Source: an optimization exercise on an open RTL-to-GDS flow (aim: small area, a short achievable clock period and few clock cycles per item). Production flows keep margins and buffers that such runs may drop.
Function was checked by simulation only, so behaviour that the tests miss may differ from the original.

==> run Z <==
Design func, start of the top module:
module func(
	input clk_i,
	input rst_i,
	input start_i,
	input [7:0] a_i,
	input [7:0] b_i,
	input change_mode,
	output [1:0] busy_o,
	output [15:0] y_o
);
==> module func, before the edit <==
module func(
	input clk_i,
	input rst_i,
	input start_i,
	input [7:0] a_i,
	input [7:0] b_i,
	input change_mode,
	output [1:0] busy_o,
	output [15:0] y_o
);
  reg [7:0] a;
  reg [3:0] root;
  reg busy;
  reg mode;
  reg show_hi, show_lo;
  wire cleared = ~(show_hi | show_lo);
  wire next_mode = mode ^ change_mode;
  reg [23:0] row1;
  reg [16:0] row2;
  reg row_c;
  wire next_c;
  wire [19:0] hi_sum = {row1[23:5], 1'b1} + {1'b0, 1'b0, row2[16], row2[15], row2[14], row2[13], row2[12], row2[11], row2[10], row2[9], row2[8], row2[7], row2[6], row2[5], row2[4], row2[3], row2[2], row2[1], row2[0], row_c};
  wire [3:0] result_sqrt;
  wire [23:0] next1;
  wire [16:0] next2;
  wire [23:0] part_result;
  wire accept = start_i & ~busy;
  sqrt sqrt1(.x_i(b_i), .y_o(result_sqrt));
  cube cube1(.x_bi(a), .s_i(root), .r1_o(next1), .r2_o(next2), .cin_o(next_c));
  assign part_result = {hi_sum[19:1], row1[4:0]};
  assign busy_o = {1'b0, busy};
  assign y_o[7:0] = ({8{show_hi}} & part_result[23:16]) | ({8{show_lo}} & part_result[7:0]);
  assign y_o[15:8] = {8{show_lo}} & part_result[15:8];
  always @(posedge clk_i) begin
    row1 <= next1;
    row2 <= next2;
    row_c <= next_c;
    if (accept) begin
      a <= a_i;
      root <= result_sqrt;
    end
    if (rst_i) begin
      mode <= 1'b0;
      busy <= 1'b0;
      show_hi <= 1'b0;
      show_lo <= 1'b0;
    end else begin
      mode <= next_mode;
      busy <= accept;
      show_hi <= next_mode & (accept | ~cleared);
      show_lo <= ~next_mode & (accept | ~cleared);
    end
  end
endmodule
Settings: LEC_CHECK=0, CAP_MARGIN=20, CORE_MARGIN=2, CORE_UTILIZATION=80, PLACE_DENSITY=0.85, SETUP_SLACK_MARGIN=1.5, SLEW_MARGIN=20, SYNTH_HIERARCHICAL=1, SYNTH_MINIMUM_KEEP_SIZE=0; clock period 5.0 ns.
run.sh (not shown) runs the stock make flow with config.mk's settings and CLKGATE_MAP_FILE= SYNTH_SCRIPT=/design/flow/synth_recipe.tcl, a recipe that flattens the netlist after the stock synthesis.
==> inputs of run X, as changes to run Z <==
--- a/flow/design.v
+++ b/flow/design.v
@@ -252,5 +252,3 @@
   reg mode;
-  reg show_hi, show_lo;
-  wire cleared = ~(show_hi | show_lo);
-  wire next_mode = mode ^ change_mode;
+  reg cleared;
   reg [23:0] row1;
@@ -259,3 +257,2 @@
   wire next_c;
-  wire [19:0] hi_sum = {row1[23:5], 1'b1} + {1'b0, 1'b0, row2[16], row2[15], row2[14], row2[13], row2[12], row2[11], row2[10], row2[9], row2[8], row2[7], row2[6], row2[5], row2[4], row2[3], row2[2], row2[1], row2[0], row_c};
   wire [3:0] result_sqrt;
@@ -267,6 +264,6 @@
   cube cube1(.x_bi(a), .s_i(root), .r1_o(next1), .r2_o(next2), .cin_o(next_c));
-  assign part_result = {hi_sum[19:1], row1[4:0]};
+  assign part_result = cleared ? 24'd0 : {row1[23:5] + {1'b0, 1'b0, row2[16], row2[15], row2[14], row2[13], row2[12], row2[11], row2[10], row2[9], row2[8], row2[7], row2[6], row2[5], row2[4], row2[3], row2[2], row2[1], row2[0]} + row_c, row1[4:0]};
   assign busy_o = {1'b0, busy};
-  assign y_o[7:0] = ({8{show_hi}} & part_result[23:16]) | ({8{show_lo}} & part_result[7:0]);
-  assign y_o[15:8] = {8{show_lo}} & part_result[15:8];
+  assign y_o[7:0] = mode ? part_result[23:16] : part_result[7:0];
+  assign y_o[15:8] = mode ? 8'h00 : part_result[15:8];
   always @(posedge clk_i) begin
@@ -282,9 +279,7 @@
       busy <= 1'b0;
-      show_hi <= 1'b0;
-      show_lo <= 1'b0;
+      cleared <= 1'b1;
     end else begin
-      mode <= next_mode;
+      if (change_mode) mode <= ~mode;
       busy <= accept;
-      show_hi <= next_mode & (accept | ~cleared);
-      show_lo <= ~next_mode & (accept | ~cleared);
+      if (accept) cleared <= 1'b0;
     end
- CORE_UTILIZATION: 80 -> 65
- PLACE_DENSITY: 0.85 -> 0.75
- SYNTH_HIERARCHICAL: 1 -> not set
- SYNTH_MINIMUM_KEEP_SIZE: 0 -> not set
==> inputs of run G, as changes to run Z <==
--- a/flow/design.v
+++ b/flow/design.v
@@ -252,5 +252,3 @@
   reg mode;
-  reg show_hi, show_lo;
-  wire cleared = ~(show_hi | show_lo);
-  wire next_mode = mode ^ change_mode;
+  reg cleared;
   reg [23:0] row1;
@@ -259,3 +257,2 @@
   wire next_c;
-  wire [19:0] hi_sum = {row1[23:5], 1'b1} + {1'b0, 1'b0, row2[16], row2[15], row2[14], row2[13], row2[12], row2[11], row2[10], row2[9], row2[8], row2[7], row2[6], row2[5], row2[4], row2[3], row2[2], row2[1], row2[0], row_c};
   wire [3:0] result_sqrt;
@@ -267,6 +264,6 @@
   cube cube1(.x_bi(a), .s_i(root), .r1_o(next1), .r2_o(next2), .cin_o(next_c));
-  assign part_result = {hi_sum[19:1], row1[4:0]};
+  assign part_result = cleared ? 24'd0 : {row1[23:5] + {1'b0, 1'b0, row2[16], row2[15], row2[14], row2[13], row2[12], row2[11], row2[10], row2[9], row2[8], row2[7], row2[6], row2[5], row2[4], row2[3], row2[2], row2[1], row2[0]} + row_c, row1[4:0]};
   assign busy_o = {1'b0, busy};
-  assign y_o[7:0] = ({8{show_hi}} & part_result[23:16]) | ({8{show_lo}} & part_result[7:0]);
-  assign y_o[15:8] = {8{show_lo}} & part_result[15:8];
+  assign y_o[7:0] = mode ? part_result[23:16] : part_result[7:0];
+  assign y_o[15:8] = mode ? 8'h00 : part_result[15:8];
   always @(posedge clk_i) begin
@@ -282,9 +279,7 @@
       busy <= 1'b0;
-      show_hi <= 1'b0;
-      show_lo <= 1'b0;
+      cleared <= 1'b1;
     end else begin
-      mode <= next_mode;
+      if (change_mode) mode <= ~mode;
       busy <= accept;
-      show_hi <= next_mode & (accept | ~cleared);
-      show_lo <= ~next_mode & (accept | ~cleared);
+      if (accept) cleared <= 1'b0;
     end
- CORE_UTILIZATION: 80 -> 40
- PLACE_DENSITY: 0.85 -> not set
- SYNTH_HIERARCHICAL: 1 -> not set
- SYNTH_MINIMUM_KEEP_SIZE: 0 -> not set
==> results.py <==
metrics = {
    "global_routing": {
        "grt_max_degree": 24,
    },
    "status": {
        "outcome": "no timing/DRC/antenna violations",
    },
    "worst_setup_path": {
        "r2r_end": "row2[8]",
    },
    "logic_synthesis": {
        "yosys.area_share.simple_pct": 17.9,
        "synth-xor-area-share_pct": 3.58,
    },
    "power_and_ir_drop": {
        "combPwrFrac_pct": 53.7,
        "swShare_pct": 41.7,
    },
    "route": {
        "top_layer": "met4",
    },
    "final_layout": {
        "design_area_sq_mm": 0.00634,
    },
}
That was run G.
==> results.py <==
metrics = {
    "worst_setup_path": {
        "r2r_end": "row2[10]",
        "worstPathRequired_ns": 4.00,
        "cp_slowest_cell": "o21ai_0",
    },
    "logic_synthesis": {
        "synth-xor-area-share_pct": 4.12,
        "yosys.area_share.simple_pct": 16.9,
        "ys.flop_type": "dfxtp_1",
    },
    "power_and_ir_drop": {
        "combPwrFrac_pct": 63.6,
    },
    "floorplan": {
        "num_rows": 29,
    },
    "final_layout": {
        "design_area_sq_mm": 0.00609,
        "nClkBuffers": 9,
    },
    "global_routing": {
        "grt_max_degree": 25,
    },
    "status": {
        "outcome": "no timing/DRC/antenna violations",
    },
    "route": {
        "top_layer": "met5",
    },
}
That was run Z.
==> results.py <==
metrics = {
    "global_routing": {
        "grt_max_degree": 23,
    },
    "logic_synthesis": {
        "yosys.area_share.simple_pct": 17.9,
    },
    "power_and_ir_drop": {
        "swShare_pct": 43.3,
        "combPwrFrac_pct": 57.5,
    },
    "status": {
        "outcome": "no timing/DRC/antenna violations",
    },
    "worst_setup_path": {
        "r2r_end": "row2[7]",
    },
    "final_layout": {
        "design_area_sq_mm": 0.00622,
    },
}
That was run X.
Testbench counts of run Z, summed over its fixed seeds: cycles 3,200, items 1,600.
Testbench counts of run X, summed over its fixed seeds: cycles 3,200, items 1,600.
Testbench counts of run G, summed over its fixed seeds: cycles 3,200, items 1,600.

-- static timing again, ports no longer ideal --
The flow's constraints put no driver on any port. The routed layouts listed below were extracted and timed again, unchanged, in two steps. Step 1 (the two cells are an assumption about what drives the block):
set clk [get_ports {clk_i}]
set_driving_cell -lib_cell sky130_fd_sc_hd__clkbuf_16 $clk
set_driving_cell -lib_cell sky130_fd_sc_hd__buf_2 [delete_from_list [all_inputs] $clk]
Step 2 adds t to the input delays and takes it off the output delays; t is the mean of the earliest and latest rising clock arrival at the registers after step 1. Input paths then give back, and output paths get back, about the clock's delay inside the block. a / b / c = ideal ports / drivers / drivers and shift; a / b = the first two.
run | shift t [ns] | setup WS [ns] | cell pins on the clock port's net
run Z | 0.382 | 1.149 / 1.116 / 1.378 | 1
run X | 0.371 | 1.312 / 1.275 / 1.522 | 1
run G | 0.372 | 1.275 / 1.237 / 1.609 | 1
After both steps every run listed still meets setup and hold.
